Background: an optimization exercise with open tools, aiming at small area, a short achievable clock period and few clock cycles. Do not read the settings as production practice. Only simulation tests tie the RTL to the original design; equivalence was not proved. The clock cells of this run come from the design's own scripts or RTL, not from TritonCTS. The flow treats the clock pin as an ideal source. Dropping or thinning the clock tree relies on that and would not hold on a real chip. Power is estimated from default activity; no workload was simulated.

===== design/flow/config.mk =====
export PLATFORM = sky130hd
export DESIGN_NAME = mips_cpu
export DESIGN_NICKNAME = mips_cpu
export VERILOG_FILES = /design/flow/design.v
export SDC_FILE = /design/flow/constraint.sdc
export NUM_CORES = 8
export LEC_CHECK = 0
export CAP_MARGIN = 20
export CORE_MARGIN = 2
export CORE_UTILIZATION = 52
export SETUP_SLACK_MARGIN = 4.6
export SLEW_MARGIN = 20
export SYNTH_HIERARCHICAL = 1
export TNS_END_PERCENT = 100

===== design/flow/constraint.sdc =====
create_clock -name core_clock -period 7.0 [get_ports {clk}]
set_input_delay 1.4000 -clock core_clock [delete_from_list [all_inputs] [get_ports {clk}]]
set_output_delay 1.4000 -clock core_clock [all_outputs]
set_load 0.01 [all_outputs]

===== design/flow/design.v =====
module add32(input [31:0] a, input [31:0] b, output [31:0] s);
wire [31:0] g0, t0, p;
c_nand2 #(32) u_g0(a, b, g0);
c_nor2  #(32) u_t0(a, b, t0);
c_xor2  #(32) u_p(a, b, p);
wire [31:0] g1;
c_o21ai #(16) u_g1({t0[31],t0[29],t0[27],t0[25],t0[23],t0[21],t0[19],t0[17],t0[15],t0[13],t0[11],t0[9],t0[7],t0[5],t0[3],t0[1]}, {g0[30],g0[28],g0[26],g0[24],g0[22],g0[20],g0[18],g0[16],g0[14],g0[12],g0[10],g0[8],g0[6],g0[4],g0[2],g0[0]}, {g0[31],g0[29],g0[27],g0[25],g0[23],g0[21],g0[19],g0[17],g0[15],g0[13],g0[11],g0[9],g0[7],g0[5],g0[3],g0[1]}, {g1[31],g1[29],g1[27],g1[25],g1[23],g1[21],g1[19],g1[17],g1[15],g1[13],g1[11],g1[9],g1[7],g1[5],g1[3],g1[1]});
c_inv #(16) u_gi1({g0[30],g0[28],g0[26],g0[24],g0[22],g0[20],g0[18],g0[16],g0[14],g0[12],g0[10],g0[8],g0[6],g0[4],g0[2],g0[0]}, {g1[30],g1[28],g1[26],g1[24],g1[22],g1[20],g1[18],g1[16],g1[14],g1[12],g1[10],g1[8],g1[6],g1[4],g1[2],g1[0]});
wire [31:0] t1;
c_nor2 #(15) u_t1({t0[31],t0[29],t0[27],t0[25],t0[23],t0[21],t0[19],t0[17],t0[15],t0[13],t0[11],t0[9],t0[7],t0[5],t0[3]}, {t0[30],t0[28],t0[26],t0[24],t0[22],t0[20],t0[18],t0[16],t0[14],t0[12],t0[10],t0[8],t0[6],t0[4],t0[2]}, {t1[31],t1[29],t1[27],t1[25],t1[23],t1[21],t1[19],t1[17],t1[15],t1[13],t1[11],t1[9],t1[7],t1[5],t1[3]});
c_inv #(15) u_ti1({t0[30],t0[28],t0[26],t0[24],t0[22],t0[20],t0[18],t0[16],t0[14],t0[12],t0[10],t0[8],t0[6],t0[4],t0[2]}, {t1[30],t1[28],t1[26],t1[24],t1[22],t1[20],t1[18],t1[16],t1[14],t1[12],t1[10],t1[8],t1[6],t1[4],t1[2]});
wire [31:0] g2;
c_a21oi #(16) u_g2({t1[31],t1[30],t1[27],t1[26],t1[23],t1[22],t1[19],t1[18],t1[15],t1[14],t1[11],t1[10],t1[7],t1[6],t1[3],t1[2]}, {g1[29],g1[29],g1[25],g1[25],g1[21],g1[21],g1[17],g1[17],g1[13],g1[13],g1[9],g1[9],g1[5],g1[5],g1[1],g1[1]}, {g1[31],g1[30],g1[27],g1[26],g1[23],g1[22],g1[19],g1[18],g1[15],g1[14],g1[11],g1[10],g1[7],g1[6],g1[3],g1[2]}, {g2[31],g2[30],g2[27],g2[26],g2[23],g2[22],g2[19],g2[18],g2[15],g2[14],g2[11],g2[10],g2[7],g2[6],g2[3],g2[2]});
c_inv #(16) u_gi2({g1[29],g1[28],g1[25],g1[24],g1[21],g1[20],g1[17],g1[16],g1[13],g1[12],g1[9],g1[8],g1[5],g1[4],g1[1],g1[0]}, {g2[29],g2[28],g2[25],g2[24],g2[21],g2[20],g2[17],g2[16],g2[13],g2[12],g2[9],g2[8],g2[5],g2[4],g2[1],g2[0]});
wire [31:0] t2;
c_nand2 #(14) u_t2({t1[31],t1[30],t1[27],t1[26],t1[23],t1[22],t1[19],t1[18],t1[15],t1[14],t1[11],t1[10],t1[7],t1[6]}, {t1[29],t1[29],t1[25],t1[25],t1[21],t1[21],t1[17],t1[17],t1[13],t1[13],t1[9],t1[9],t1[5],t1[5]}, {t2[31],t2[30],t2[27],t2[26],t2[23],t2[22],t2[19],t2[18],t2[15],t2[14],t2[11],t2[10],t2[7],t2[6]});
c_inv #(14) u_ti2({t1[29],t1[28],t1[25],t1[24],t1[21],t1[20],t1[17],t1[16],t1[13],t1[12],t1[9],t1[8],t1[5],t1[4]}, {t2[29],t2[28],t2[25],t2[24],t2[21],t2[20],t2[17],t2[16],t2[13],t2[12],t2[9],t2[8],t2[5],t2[4]});
wire [31:0] g3;
c_o21ai #(16) u_g3({t2[31],t2[30],t2[29],t2[28],t2[23],t2[22],t2[21],t2[20],t2[15],t2[14],t2[13],t2[12],t2[7],t2[6],t2[5],t2[4]}, {g2[27],g2[27],g2[27],g2[27],g2[19],g2[19],g2[19],g2[19],g2[11],g2[11],g2[11],g2[11],g2[3],g2[3],g2[3],g2[3]}, {g2[31],g2[30],g2[29],g2[28],g2[23],g2[22],g2[21],g2[20],g2[15],g2[14],g2[13],g2[12],g2[7],g2[6],g2[5],g2[4]}, {g3[31],g3[30],g3[29],g3[28],g3[23],g3[22],g3[21],g3[20],g3[15],g3[14],g3[13],g3[12],g3[7],g3[6],g3[5],g3[4]});
c_inv #(16) u_gi3({g2[27],g2[26],g2[25],g2[24],g2[19],g2[18],g2[17],g2[16],g2[11],g2[10],g2[9],g2[8],g2[3],g2[2],g2[1],g2[0]}, {g3[27],g3[26],g3[25],g3[24],g3[19],g3[18],g3[17],g3[16],g3[11],g3[10],g3[9],g3[8],g3[3],g3[2],g3[1],g3[0]});
wire [31:0] t3;
c_nor2 #(12) u_t3({t2[31],t2[30],t2[29],t2[28],t2[23],t2[22],t2[21],t2[20],t2[15],t2[14],t2[13],t2[12]}, {t2[27],t2[27],t2[27],t2[27],t2[19],t2[19],t2[19],t2[19],t2[11],t2[11],t2[11],t2[11]}, {t3[31],t3[30],t3[29],t3[28],t3[23],t3[22],t3[21],t3[20],t3[15],t3[14],t3[13],t3[12]});
c_inv #(12) u_ti3({t2[27],t2[26],t2[25],t2[24],t2[19],t2[18],t2[17],t2[16],t2[11],t2[10],t2[9],t2[8]}, {t3[27],t3[26],t3[25],t3[24],t3[19],t3[18],t3[17],t3[16],t3[11],t3[10],t3[9],t3[8]});
wire [31:0] g4;
c_a21oi #(16) u_g4({t3[31],t3[30],t3[29],t3[28],t3[27],t3[26],t3[25],t3[24],t3[15],t3[14],t3[13],t3[12],t3[11],t3[10],t3[9],t3[8]}, {g3[23],g3[23],g3[23],g3[23],g3[23],g3[23],g3[23],g3[23],g3[7],g3[7],g3[7],g3[7],g3[7],g3[7],g3[7],g3[7]}, {g3[31],g3[30],g3[29],g3[28],g3[27],g3[26],g3[25],g3[24],g3[15],g3[14],g3[13],g3[12],g3[11],g3[10],g3[9],g3[8]}, {g4[31],g4[30],g4[29],g4[28],g4[27],g4[26],g4[25],g4[24],g4[15],g4[14],g4[13],g4[12],g4[11],g4[10],g4[9],g4[8]});
c_inv #(16) u_gi4({g3[23],g3[22],g3[21],g3[20],g3[19],g3[18],g3[17],g3[16],g3[7],g3[6],g3[5],g3[4],g3[3],g3[2],g3[1],g3[0]}, {g4[23],g4[22],g4[21],g4[20],g4[19],g4[18],g4[17],g4[16],g4[7],g4[6],g4[5],g4[4],g4[3],g4[2],g4[1],g4[0]});
wire [31:0] t4;
c_nand2 #(8) u_t4({t3[31],t3[30],t3[29],t3[28],t3[27],t3[26],t3[25],t3[24]}, {t3[23],t3[23],t3[23],t3[23],t3[23],t3[23],t3[23],t3[23]}, {t4[31],t4[30],t4[29],t4[28],t4[27],t4[26],t4[25],t4[24]});
c_inv #(8) u_ti4({t3[23],t3[22],t3[21],t3[20],t3[19],t3[18],t3[17],t3[16]}, {t4[23],t4[22],t4[21],t4[20],t4[19],t4[18],t4[17],t4[16]});
wire [31:0] g5;
c_o21ai #(16) u_g5({t4[31],t4[30],t4[29],t4[28],t4[27],t4[26],t4[25],t4[24],t4[23],t4[22],t4[21],t4[20],t4[19],t4[18],t4[17],t4[16]}, {g4[15],g4[15],g4[15],g4[15],g4[15],g4[15],g4[15],g4[15],g4[15],g4[15],g4[15],g4[15],g4[15],g4[15],g4[15],g4[15]}, {g4[31],g4[30],g4[29],g4[28],g4[27],g4[26],g4[25],g4[24],g4[23],g4[22],g4[21],g4[20],g4[19],g4[18],g4[17],g4[16]}, {g5[31],g5[30],g5[29],g5[28],g5[27],g5[26],g5[25],g5[24],g5[23],g5[22],g5[21],g5[20],g5[19],g5[18],g5[17],g5[16]});
c_inv #(16) u_gi5({g4[15],g4[14],g4[13],g4[12],g4[11],g4[10],g4[9],g4[8],g4[7],g4[6],g4[5],g4[4],g4[3],g4[2],g4[1],g4[0]}, {g5[15],g5[14],g5[13],g5[12],g5[11],g5[10],g5[9],g5[8],g5[7],g5[6],g5[5],g5[4],g5[3],g5[2],g5[1],g5[0]});
c_xor2 #(31) u_s(p[31:1], g5[30:0], s[31:1]);
assign s[0] = p[0];
endmodule
module add11(input [10:0] a, input [10:0] b, output [10:0] s);
wire [10:0] g0, t0, p;
c_nand2 #(11) u_g0(a, b, g0);
c_nor2  #(11) u_t0(a, b, t0);
c_xor2  #(11) u_p(a, b, p);
wire [10:0] g1;
c_o21ai #(10) u_g1(t0[10:1], g0[9:0], g0[10:1], g1[10:1]);
c_inv #(1) u_gi1(g0[0:0], g1[0:0]);
wire [10:2] t1;
c_nor2 #(9) u_t1(t0[10:2], t0[9:1], t1[10:2]);
wire [10:0] g2;
c_a21oi #(9) u_g2(t1[10:2], g1[8:0], g1[10:2], g2[10:2]);
c_inv #(2) u_gi2(g1[1:0], g2[1:0]);
wire [10:4] t2;
c_nand2 #(7) u_t2(t1[10:4], t1[8:2], t2[10:4]);
wire [10:0] g3;
c_o21ai #(7) u_g3(t2[10:4], g2[6:0], g2[10:4], g3[10:4]);
c_inv #(4) u_gi3(g2[3:0], g3[3:0]);
wire [10:8] t3;
c_nor2 #(3) u_t3(t2[10:8], t2[6:4], t3[10:8]);
wire [10:0] g4;
c_a21oi #(3) u_g4(t3[10:8], g3[2:0], g3[10:8], g4[10:8]);
c_inv #(8) u_gi4(g3[7:0], g4[7:0]);
c_xnor2 #(10) u_s(p[10:1], g4[9:0], s[10:1]);
assign s[0] = p[0];
endmodule
module gt32(input [31:0] a, input [31:0] b, output y);
wire [31:0] g0, t0;
c_andn  #(32) u_g0(a, b, g0);    
c_orn   #(32) u_t0(a, b, t0);    
wire [15:0] g1;
wire [15:0] t1;
c_o21ai #(16) u_g1({t0[31],t0[29],t0[27],t0[25],t0[23],t0[21],t0[19],t0[17],t0[15],t0[13],t0[11],t0[9],t0[7],t0[5],t0[3],t0[1]}, {g0[30],g0[28],g0[26],g0[24],g0[22],g0[20],g0[18],g0[16],g0[14],g0[12],g0[10],g0[8],g0[6],g0[4],g0[2],g0[0]}, {g0[31],g0[29],g0[27],g0[25],g0[23],g0[21],g0[19],g0[17],g0[15],g0[13],g0[11],g0[9],g0[7],g0[5],g0[3],g0[1]}, g1);
c_nor2 #(16) u_t1({t0[31],t0[29],t0[27],t0[25],t0[23],t0[21],t0[19],t0[17],t0[15],t0[13],t0[11],t0[9],t0[7],t0[5],t0[3],t0[1]}, {t0[30],t0[28],t0[26],t0[24],t0[22],t0[20],t0[18],t0[16],t0[14],t0[12],t0[10],t0[8],t0[6],t0[4],t0[2],t0[0]}, t1);
wire [7:0] g2;
wire [7:0] t2;
c_a21oi #(8) u_g2({t1[15],t1[13],t1[11],t1[9],t1[7],t1[5],t1[3],t1[1]}, {g1[14],g1[12],g1[10],g1[8],g1[6],g1[4],g1[2],g1[0]}, {g1[15],g1[13],g1[11],g1[9],g1[7],g1[5],g1[3],g1[1]}, g2);
c_nand2 #(8) u_t2({t1[15],t1[13],t1[11],t1[9],t1[7],t1[5],t1[3],t1[1]}, {t1[14],t1[12],t1[10],t1[8],t1[6],t1[4],t1[2],t1[0]}, t2);
wire [3:0] g3;
wire [3:0] t3;
c_o21ai #(4) u_g3({t2[7],t2[5],t2[3],t2[1]}, {g2[6],g2[4],g2[2],g2[0]}, {g2[7],g2[5],g2[3],g2[1]}, g3);
c_nor2 #(4) u_t3({t2[7],t2[5],t2[3],t2[1]}, {t2[6],t2[4],t2[2],t2[0]}, t3);
wire [1:0] g4;
wire [1:0] t4;
c_a21oi #(2) u_g4({t3[3],t3[1]}, {g3[2],g3[0]}, {g3[3],g3[1]}, g4);
c_nand2 #(2) u_t4({t3[3],t3[1]}, {t3[2],t3[0]}, t4);
wire [0:0] g5;
c_o21ai #(1) u_g5({t4[1]}, {g4[0]}, {g4[1]}, g5);
assign y = g5[0];
endmodule
module pc_sel(
	input  [9:0] alt, pc, inc, tgt, jt,
	input        s_pc, s_inc, s_tgt, s_jt,
	input        taken, m1, m0,
	output [9:0] y
);
wire [9:0] u, v, pn;
c_aoi2s #(10) a(tgt, {10{s_tgt}}, jt, {10{s_jt}}, u);
c_aoi2s #(10) b(pc, {10{s_pc}}, inc, {10{s_inc}}, v);
c_nand2 #(10) n(u, v, pn);
wire misp;
c_mux2 #(1)  ms(m0, m1, taken, misp);
c_mux2 #(10) o(pn, alt, {10{misp}}, y);
endmodule
module c_inv   #(parameter W=1) (input [W-1:0] a, output [W-1:0] y); assign y = ~a; endmodule
module c_nand2 #(parameter W=1) (input [W-1:0] a, b, output [W-1:0] y); assign y = ~(a & b); endmodule
module c_nand3 #(parameter W=1) (input [W-1:0] a, b, c, output [W-1:0] y); assign y = ~(a & b & c); endmodule
module c_nand4 #(parameter W=1) (input [W-1:0] a, b, c, d, output [W-1:0] y); assign y = ~(a & b & c & d); endmodule
module c_nor2  #(parameter W=1) (input [W-1:0] a, b, output [W-1:0] y); assign y = ~(a | b); endmodule
module c_xor2  #(parameter W=1) (input [W-1:0] a, b, output [W-1:0] y); assign y = a ^ b; endmodule
module c_xnor2 #(parameter W=1) (input [W-1:0] a, b, output [W-1:0] y); assign y = ~(a ^ b); endmodule
module c_andn  #(parameter W=1) (input [W-1:0] a, b, output [W-1:0] y); assign y = ~(a & ~b); endmodule
module c_orn   #(parameter W=1) (input [W-1:0] a, b, output [W-1:0] y); assign y = ~(a | ~b); endmodule
module c_o21ai #(parameter W=1) (input [W-1:0] a1, a2, b1, output [W-1:0] y); assign y = ~((a1 | a2) & b1); endmodule
module c_a21oi #(parameter W=1) (input [W-1:0] a1, a2, b1, output [W-1:0] y); assign y = ~((a1 & a2) | b1); endmodule
module c_aoi2s #(parameter W=32) (input [W-1:0] a0, s0, a1, s1, output [W-1:0] y);
	assign y = ~((a0 & s0) | (a1 & s1));
endmodule
module c_aoi3s #(parameter W=32) (input [W-1:0] a0, s0, a1, s1, a2, s2, output [W-1:0] y);
	assign y = ~((a0 & s0) | (a1 & s1) | (a2 & s2));
endmodule
module c_o31ais #(parameter W=32) (input [W-1:0] a, b, c, s, output [W-1:0] y);
	assign y = ~((a | b | c) & s);
endmodule
module c_wen #(parameter W=32) (input [W-1:0] q, wdn, wen_n, output [W-1:0] d);
	assign d = ~((wdn | wen_n) & ~(q & wen_n));
endmodule
module c_mux2 #(parameter W=1) (input [W-1:0] a, b, s, output [W-1:0] y);
	assign y = (s & b) | (~s & a);
endmodule
module rd_port #(parameter FIVE = 0) (
	input  [1023:0] r,
	input  [31:0]   s,
	input           sv,
	input  [31:0]   f0, f1, f2, f3, f4,
	input           sf0, sf1, sf2, sf3, sf4,
	output [31:0]   y
);
wire [32*11-1:0] yl;
genvar j;
generate
	for (j = 0; j < 10; j = j + 1) begin : l1
		c_aoi3s u(r[96*j +: 32], {32{s[3*j]}}, r[96*j+32 +: 32], {32{s[3*j+1]}},
		          r[96*j+64 +: 32], {32{s[3*j+2]}}, yl[32*j +: 32]);
	end
endgenerate
c_aoi2s u10(r[960 +: 32], {32{s[30]}}, r[992 +: 32], {32{s[31]}}, yl[320 +: 32]);
wire [31:0] z0, z1, z2;
c_nand4 #(32) n0(yl[0 +: 32], yl[32 +: 32], yl[64 +: 32], yl[96 +: 32], z0);
c_nand4 #(32) n1(yl[128 +: 32], yl[160 +: 32], yl[192 +: 32], yl[224 +: 32], z1);
c_nand3 #(32) n2(yl[256 +: 32], yl[288 +: 32], yl[320 +: 32], z2);
wire [31:0] p, q, u;
c_o31ais o(z0, z1, z2, {32{sv}}, p);
c_aoi2s  fq(f0, {32{sf0}}, f1, {32{sf1}}, q);
generate
	if (FIVE) begin : g5
		c_aoi3s fu(f2, {32{sf2}}, f3, {32{sf3}}, f4, {32{sf4}}, u);
	end else begin : g4
		c_aoi2s fu(f2, {32{sf2}}, f3, {32{sf3}}, u);
	end
endgenerate
c_nand3 #(32) ny(p, q, u, y);
endmodule
`timescale 1ns/1ps
module mips_cpu(
	input clk,
	input rst_n,
	output [9:0] imem_addr,
	input [31:0] imem_rdata,
	output [9:0] dmem_addr,
	output [31:0] dmem_wdata,
	output dmem_we,
	input [31:0] dmem_rdata
);
localparam OP_R = 6'h00, OP_J = 6'h02, OP_BGTZ = 6'h07, OP_ADDI = 6'h08,
           OP_ORI = 6'h0d, OP_LW = 6'h23, OP_SW = 6'h2b;
reg  [9:0]  pc;
reg         d_v, d_pred;
reg  [31:0] d_ir;
reg  [9:0]  d_pc1;           
reg  [31:0] d_srs, d_srt;    
reg         d_hz;            
reg         e_v, e_wr, e_islw, e_issw, e_isb, e_logic, e_pred;
reg  [4:0]  e_dst;
reg  [31:0] e_a, e_b;
reg  [11:0] e_imm;
reg  [9:0]  e_alt;
reg         m_wr, m_we, m_islw;
reg  [4:0]  m_dst;
reg  [31:0] m_res;
reg  [9:0]  m_addr;
reg  [31:0] regs [0:31];
wire [31:0] sum;
add32 adder(.a(e_a), .b(e_b), .s(sum));
wire [31:0] lg   = (e_a & {32{~e_issw}}) | e_b;    
wire [31:0] res  = e_logic ? lg : sum;
wire [11:0] addr = e_a[11:0] + e_imm;
wire taken;
gt32 cmp(.a(e_a), .b(e_b), .y(taken));
wire e_m1 = e_v && e_isb && !e_pred;    
wire e_m0 = e_v && e_isb && e_pred;     
wire e_misp = taken ? e_m1 : e_m0;
assign imem_addr = pc;
wire [31:0] ins = imem_rdata;
wire f_isj = ins[31:26] == OP_J;
wire f_bt  = ins[31:26] == OP_BGTZ && ins[25:21] != 5'd0;    
wire stall;
wire [9:0] pcp1 = pc + 10'd1;
wire [10:0] tgt2;
add11 tadd(.a({pc, 1'b1}), .b({ins[9:0], 1'b1}), .s(tgt2));    
wire [9:0] tgt = tgt2[10:1];
wire ps_hold = rst_n && stall;
wire ps_j    = rst_n && !stall && f_isj;
wire ps_t    = rst_n && !stall && !f_isj && f_bt;
wire ps_p    = rst_n && !stall && !f_isj && !f_bt;
wire [9:0] pc_next;
pc_sel psel(.alt(e_alt), .pc(pc), .inc(pcp1), .tgt(tgt), .jt(ins[9:0]),
            .s_pc(ps_hold), .s_inc(ps_p), .s_tgt(ps_t), .s_jt(ps_j),
            .taken(taken), .m1(e_m1), .m0(e_m0), .y(pc_next));
always @(posedge clk)
	pc <= pc_next;
always @(posedge clk or negedge rst_n)
	if (!rst_n)
		d_v <= 1'b0;
	else if (e_misp)
		d_v <= 1'b0;
	else if (!stall)
		d_v <= 1'b1;
wire [4:0] f_rs = stall ? d_ir[25:21] : ins[25:21];
wire [4:0] f_rt = stall ? d_ir[20:16] : ins[20:16];
always @(posedge clk) begin
	d_srs <= 32'd1 << f_rs;
	d_srt <= 32'd1 << f_rt;
end
always @(posedge clk)
	if (!stall) begin
		d_ir   <= ins;
		d_pred <= f_bt;
		d_pc1  <= pcp1;
	end
wire [5:0] op = d_ir[31:26];
wire [4:0] rs = d_ir[25:21];
wire [4:0] rt = d_ir[20:16];
wire [4:0] rd = d_ir[15:11];
wire [31:0] sext = {{16{d_ir[15]}}, d_ir[15:0]};
wire isr    = op == OP_R;
wire isb    = op == OP_BGTZ;
wire isaddi = op == OP_ADDI;
wire isori  = op == OP_ORI;
wire islw   = op == OP_LW;
wire issw   = op == OP_SW;
wire wr     = isr | isaddi | isori | islw;
wire [4:0] dst = isr ? rd : rt;
wire useimm = isaddi | isori | isb;
wire [9:0] d_alt = d_pred ? d_pc1 : d_pc1 + d_ir[9:0];
wire [5:0] f_op = ins[31:26];
wire f_use_rs = f_op == OP_R || f_op == OP_ADDI || f_op == OP_ORI || f_op == OP_LW ||
                f_op == OP_SW || f_op == OP_BGTZ;
wire f_use_rt = f_op == OP_R || f_op == OP_SW;
wire f_hz = d_v && islw && ((f_use_rs && ins[25:21] == rt) || (f_use_rt && ins[20:16] == rt));
always @(posedge clk)
	d_hz <= f_hz && !stall;
assign stall = d_v && d_hz;
wire [31:0] m_val = m_islw ? dmem_rdata : m_res;
wire [31:0] m_val_n = ~m_val | {32{!rst_n}};
wire [31:0] wen_n = ~({31'd0, m_wr} << m_dst) & {32{rst_n}};
genvar gk;
generate
	for (gk = 0; gk < 32; gk = gk + 1) begin : g
		wire [31:0] d;
		c_wen wc(.q(regs[gk]), .wdn(m_val_n), .wen_n({32{wen_n[gk]}}), .d(d));
		always @(posedge clk)
			regs[gk] <= d;
	end
endgenerate
wire [1023:0] rflat;
generate
	for (gk = 0; gk < 32; gk = gk + 1) begin : fl
		assign rflat[32*gk +: 32] = regs[gk];
	end
endgenerate
wire [31:0] s_rs = d_srs;
wire [31:0] s_rt = d_srt;
wire e_fw = e_v && e_wr && !e_islw;
wire fa_e = e_fw && e_dst == rs;
wire fb_e = e_fw && e_dst == rt;
wire fa_m = m_wr && m_dst == rs;
wire fb_m = m_wr && m_dst == rt;
wire sa_sum = fa_e && !e_logic;
wire sa_lg  = fa_e && e_logic;
wire sa_ld  = !fa_e && fa_m && m_islw;
wire sa_m   = !fa_e && fa_m && !m_islw;
wire sa_rf  = !fa_e && !fa_m;
wire sb_imm = useimm;
wire sb_sum = !useimm && fb_e && !e_logic;
wire sb_lg  = !useimm && fb_e && e_logic;
wire sb_ld  = !useimm && !fb_e && fb_m && m_islw;
wire sb_m   = !useimm && !fb_e && fb_m && !m_islw;
wire sb_rf  = !useimm && !fb_e && !fb_m;
wire [31:0] fd_a, fd_b;
rd_port #(0) ra(.r(rflat), .s(s_rs), .sv(sa_rf),
                .f0(sum), .f1(lg), .f2(m_res), .f3(dmem_rdata), .f4(32'd0),
                .sf0(sa_sum), .sf1(sa_lg), .sf2(sa_m), .sf3(sa_ld), .sf4(1'b0), .y(fd_a));
rd_port #(1) rb(.r(rflat), .s(s_rt), .sv(sb_rf),
                .f0(sum), .f1(lg), .f2(m_res), .f3(dmem_rdata), .f4(sext),
                .sf0(sb_sum), .sf1(sb_lg), .sf2(sb_m), .sf3(sb_ld), .sf4(sb_imm), .y(fd_b));
always @(posedge clk or negedge rst_n)
	if (!rst_n)
		e_v <= 1'b0;
	else
		e_v <= d_v && !e_misp && !stall;
always @(posedge clk) begin
	e_wr    <= wr;
	e_islw  <= islw;
	e_issw  <= issw;
	e_isb   <= isb;
	e_logic <= isori | issw;
	e_pred  <= d_pred;
	e_alt   <= d_alt;    
	e_dst   <= dst;
	e_a     <= fd_a;
	e_b     <= fd_b;
	e_imm   <= d_ir[11:0];
end
always @(posedge clk or negedge rst_n)
	if (!rst_n)
		m_wr <= 1'b0;
	else
		m_wr <= e_v && e_wr;
always @(posedge clk)
	m_we <= e_v && e_issw;
always @(posedge clk) begin
	m_islw <= e_islw;
	m_dst  <= e_dst;
	m_res  <= res;
	m_addr <= addr[11:2];
end
assign dmem_addr  = m_addr;
assign dmem_wdata = m_res;
assign dmem_we    = m_we;
endmodule

===== design/flow/flow/run.sh =====
#!/bin/bash
# Own flow: the standard layout (standard.sh) with these changes made through ORFS's
# hooks, after the standard synthesis has run unchanged:
#  - the input and output ports get buf_4 buffers (BUFFER_PORTS_ARGS);
#  - the resizer may not use delay cells as buffers (nodly.tcl before each step);
#  - the clock tree is the balanced two-level tree of mcts.tcl instead of TritonCTS's
#    (pre_cts.tcl, before CTS): 4 root buffers fed by the clock port, 96 leaf buffers;
#  - before CTS, flip-flops with a fanout of 6 or more get the strongest drive (upsize.tcl).
# Each step's output goes to a log file in the work folder; ORFS's own logs are under orfs/logs.
set -euo pipefail
here="$(cd "$(dirname "${BASH_SOURCE[0]}")" && pwd)"
bash standard.sh synth > synth.log 2>&1
export BUFFER_PORTS_ARGS="-buffer_cell sky130_fd_sc_hd__buf_4"
for s in FLOORPLAN GLOBAL_PLACE RESIZE DETAIL_PLACE REPAIR_TIMING_POST_PLACE GLOBAL_ROUTE DETAIL_ROUTE; do
	export PRE_${s}_TCL="$here/nodly.tcl"
done
export PRE_CTS_TCL="$here/pre_cts.tcl"
bash standard.sh finish > layout.log 2>&1

===== design/flow/flow/mcts.tcl =====
# Manual clock tree, balanced by construction: the clock sinks are split by recursive
# bisection (alternately on x and y) into NLEAF clusters of equal size, each driven by a
# leaf buffer at its centroid; the leaf buffers are split the same way into NROOT groups,
# each driven by a root buffer at its centroid, fed by the clock port.
proc mcts_split {items n axis} {
  # items: list of {obj x y}; returns n groups of (nearly) equal size, by recursive
  # splits at the weighted median, alternately on x and y
  if {$n <= 1} { return [list $items] }
  set idx [expr {$axis == 0 ? 1 : 2}]
  set s [lsort -real -index $idx $items]
  set n1 [expr {$n / 2}]
  set h [expr {([llength $s] * $n1) / $n}]
  set a [lrange $s 0 [expr {$h-1}]]
  set b [lrange $s $h end]
  set na [expr {1-$axis}]
  return [concat [mcts_split $a $n1 $na] [mcts_split $b [expr {$n-$n1}] $na]]
}
proc mcts_centroid {grp} {
  set sx 0.0; set sy 0.0
  foreach e $grp { set sx [expr {$sx+[lindex $e 1]}]; set sy [expr {$sy+[lindex $e 2]}] }
  return [list [expr {int($sx/[llength $grp])}] [expr {int($sy/[llength $grp])}]]
}
proc mcts_build {nleaf nroot leafcell rootcell} {
  set block [ord::get_db_block]
  set db [ord::get_db]
  set clk [$block findNet clk]
  set items {}
  foreach it [$clk getITerms] {
    set b [[$it getInst] getBBox]
    lappend items [list $it [expr {([$b xMin]+[$b xMax])/2}] [expr {([$b yMin]+[$b yMax])/2}]]
  }
  puts "mcts: [llength $items] sinks"
  set lm [$db findMaster $leafcell]
  set rm [$db findMaster $rootcell]
  set leaves {}
  set n 0
  foreach grp [mcts_split $items $nleaf 0] {
    lassign [mcts_centroid $grp] cx cy
    set inst [odb::dbInst_create $block $lm "mcts_leaf_$n"]
    $inst setLocation $cx $cy; $inst setPlacementStatus PLACED
    set net [odb::dbNet_create $block "mcts_lnet_$n"]; $net setSigType CLOCK
    foreach e $grp { set it [lindex $e 0]; $it disconnect; $it connect $net }
    [$inst findITerm [mcts_out $inst]] connect $net
    lappend leaves [list $inst $cx $cy]
    incr n
  }
  set m 0
  foreach grp [mcts_split $leaves $nroot 0] {
    lassign [mcts_centroid $grp] cx cy
    set inst [odb::dbInst_create $block $rm "mcts_root_$m"]
    $inst setLocation $cx $cy; $inst setPlacementStatus PLACED
    set net [odb::dbNet_create $block "mcts_rnet_$m"]; $net setSigType CLOCK
    foreach e $grp { [[lindex $e 0] findITerm A] connect $net }
    [$inst findITerm [mcts_out $inst]] connect $net
    [$inst findITerm A] connect $clk
    incr m
  }
  $clk setSigType CLOCK
  puts "mcts: $n leaves, $m roots"
}
proc mcts_out {inst} {
  if {[string match "*inv*" [[$inst getMaster] getName]]} { return Y }
  return X
}

===== design/flow/flow/nodly.tcl =====
# Keep the resizer from using delay cells as buffers.
set_dont_use [get_lib_cells {sky130_fd_sc_hd__dlygate* sky130_fd_sc_hd__clkdlybuf* sky130_fd_sc_hd__dlymetal*}]

===== design/flow/flow/pre_cts.tcl =====
# Before CTS: no delay cells as buffers; flip-flops whose output drives 6 or more pins
# become dfxtp_4 (upsize.tcl); and TritonCTS is replaced by the balanced two-level tree
# of mcts.tcl (4 clkbuf_16 root buffers fed by the clock port, 96 clkbuf_8 leaf buffers).
source [file join [file dirname [info script]] nodly.tcl]
source [file join [file dirname [info script]] mcts.tcl]
source [file join [file dirname [info script]] upsize.tcl]
rename clock_tree_synthesis tritoncts_clock_tree_synthesis
proc clock_tree_synthesis {args} {
  upsize_drivers 6 100000
  mcts_build 96 4 sky130_fd_sc_hd__clkbuf_8 sky130_fd_sc_hd__clkbuf_16
  set_propagated_clock [all_clocks]
}

===== design/flow/flow/upsize.tcl =====
# Flip-flops and buffers whose output drives many pins get a stronger cell of the same
# function and footprint (only the drive strength changes).
proc upsize_drivers {ffmin bufmin} {
  set nf 0; set nb 0
  foreach inst [[ord::get_db_block] getInsts] {
    set m [[$inst getMaster] getName]
    if {[regexp {^sky130_fd_sc_hd__dfxtp_[12]$} $m]} {
      set pin Q; set to sky130_fd_sc_hd__dfxtp_4; set min $ffmin; set kind f
    } elseif {[regexp {^sky130_fd_sc_hd__buf_[124]$} $m]} {
      set pin X; set to sky130_fd_sc_hd__buf_8; set min $bufmin; set kind b
    } else { continue }
    set net [[$inst findITerm $pin] getNet]
    if {$net == "NULL"} { continue }
    if {[llength [$net getITerms]] - 1 >= $min} {
      replace_cell [$inst getName] $to
      if {$kind == "f"} { incr nf } else { incr nb }
    }
  }
  puts "upsize_drivers: $nf flip-flops, $nb buffers"
}

===== design/flow/standard.sh =====
#!/bin/bash
# synth_recipe.tcl (not shown) runs the flow's synth.tcl, then flattens the netlist and writes it again
# the make line also repeats each setting of config.mk as NAME=value (left out here)
make -C /OpenROAD-flow-scripts/flow DESIGN_CONFIG=/design/flow/config.mk WORK_HOME=/design/flow/orfs CLKGATE_MAP_FILE= SYNTH_SCRIPT=/design/flow/synth_recipe.tcl "${@:-finish}"

==> flow_metrics.tcl <==
set metrics [dict create \
    tns_ns 0 \
    dr.pass1.iters 14 \
    detail-route-antenna-nets 0 \
    hpwl_mm 140 \
    port-buffer-count 118 \
    die_h_microns 326 \
    post-route-drc-count 0 \
    worst_ep_required_time_ns 7.41 \
    r2r_slack_ns 4.21 \
    worstPathCellList "buf_12 > buf_1 > buf_2 > a222oi_1 > nand4_1 > o31ai_4 > nand3_1" \
    mostFrequentLayoutCell "nand2_1" \
    drv_slew 0 \
    cp_max_fo 7 \
    place_congestion 0.990 \
    finalCritPeriodShare 0.399 \
    die_area_sq_mm 0.107 \
    reg2reg_depth 7 \
    min_path_type "reg -> reg" \
    synthCells 5729 \
    via_per_inst 7.13 \
    routed_wl_mm 252 \
    syn_area_sq_mm 0.0541 \
    path_clk_slew_ns 0.10 \
    leakage_nw 22.9 \
    critical_path.endpoint "e_a[21]" \
    pin_count 119 \
    grt-ovfl-total 0 \
    wl_per_cell_microns 32.9 \
    syn2layout_area_growth_pct 16.8 \
    vdd.ir_drop.worst_v 0.000240 \
    cap_violations 0 \
    initial_core_util 0.523 \
    cpPeakStageDelay_ns 0.68 \
    crit_start "d_srs[12]" \
    setup_viol 0 \
    fin_worst_skew_ns 0.0520 \
    arrival_ns 3.20 \
    grtUsageTotal 0.416 \
    cp.depth 7 \
    grt_pass1_wl_mm 330 \
    antenna_found_initial 6 \
    layout_common_cells "nand2_1 (1153), o21ai_1 (1106), dfxtp_1 (1079)" \
    regToRegStartpoint "d_srs[12]" \
    utilization 0.611 \
    grt_max_degree 65 \
    worst_slew_pin_slew_ns 1.18 \
    syn_area_per_cell_sq_um 9.44 \
    drive_gt1_frac 0.187 \
    rows 118 \
    die_w_microns 326 \
    fmax_mhz 358 \
    critPathSlowestCell "nand4_1" \
    nets 6357 \
    vias 54572 \
    core_area_sq_mm 0.103 \
    cp_top_family "compound AO/OA/AOI/OAI gates" \
    p_per_area_mw_per_mm2 295 \
    clk_latency_ns 0.54 \
    crit_buf_inv 3 \
    rsz0062_at_grt "yes" \
    r2r-end "e_a[21]" \
    yosys_warnings 9 \
    grt_pass1_vias 47779 \
    max-slew-margin-rel 0.215 \
    final-hold-violation-count 0 \
    startpoint_type "flop" \
    cts_hold_buf 0 \
    worstSetupPathType "reg -> reg" \
    crit_path_end_kind "flop" \
    timing.final.crit_period_ns 2.79 \
    status "timing/DRC/antenna clean" \
    first_iter_violations 12682 \
]
==> repair_timing <==
action                                   CTS  global route
pin swaps                                 44            78
cloned                                    16            28
endpoints found under the setup margin  1246           918
gates resized for setup                  290           189
setup buffers                            100           101
==> power breakdown <==
part | leakage (nW) | switching (mW) | internal (mW)
registers | 10.8 | 1.49 | 9.07
logic | 11.4 | 2.70 | 1.60
clock network | 0.740 | 2.42 | 1.32
total | 22.9 | 6.61 | 12.0
==> stage by stage <==
step	total power, mW	cells	cell area (sq um)	setup WS [ns]	hold WS (ns)
after floorplan	12.7	5730	54600	4.32	0.331
after global placement	14.2	7303	57700	2.59	0.336
after detailed placement	14.3	7303	57700	2.56	0.336
after CTS	18.2	7519	61400	4.36	0.348
after global routing	19.3	7649	63100	4.40	0.361
final	18.6	7651	63100	4.21	0.348
==> worst register-to-register path, cell delays in order, from the launching register on <==
cell      delay (ns)
dfxtp_4         0.38
buf_12          0.15
buf_1           0.12
buf_2           0.12
a222oi_1        0.51
nand4_1         0.68
o31ai_4         0.62
nand3_1         0.11
==> registers in the layout (all words and copies together), names as in the netlist, 5 cells and up <==
register  flops
regs       1024
d_ir         32
d_srs        32
d_srt        32
e_a          32
e_b          32
m_res        32
e_imm        12
d_pc1        10
e_alt        10
m_addr       10
pc           10
e_dst         5
m_dst         5
==> routing by layer <==
layer	up-vias	share of wire	GRT usage
met4	4	0.074	0.240
met2	4276	0.41	0.616
met1	25806	0.36	0.538
li1	23532	-	-
met5	-	0.00011	0
met3	954	0.15	0.124
==> how the worst min path moves through the flow <==
| stage | from | endpoint | slack, ns | cells after the start |
|---|---|---|---|---|
| final | e_islw | m_islw | 0.35 | 0 |
| after global routing | e_islw | m_islw | 0.36 | 0 |
| after CTS | e_islw | m_islw | 0.35 | 0 |
| after detailed placement | e_islw | m_islw | 0.34 | 0 |
| after global placement | e_islw | m_islw | 0.34 | 0 |
| after floorplan | e_islw | m_islw | 0.33 | 0 |
==> layout make-up <==
class	count	area [sq um]
antenna	3	7.51
buffer	100	1420
fill	9233	40200
inverter	156	598
multi-input combinational	4275	28800
sequential	1291	26900
tap	1380	1730
timing repair buffer	446	3740
Testbench counts, summed over its fixed seeds: cycles 208,537.

## port drivers added, routing unchanged
In the flow no input, the clock included, has a driving cell. The finished layout below was timed again as built, in two steps. Step 1, drivers: a clkbuf_16 drives clk and a buf_2 each remaining input, both assumed. Step 2 also shifts input and output timing later by t, the mid clock arrival at the registers, as if the neighbouring blocks saw the same clock. a / b / c = ideal ports / drivers / drivers and shift; a / b = the first two.
t (ns): 0.690
slack for setup (ns): 4.207 / 4.207 / 3.819
worst register clock-pin slew, ns: 0.10 / 0.10
After both steps this run still meets setup and hold. The setup slack of this run moves by 0.000 ns with the drivers and by -0.388 ns with both steps.
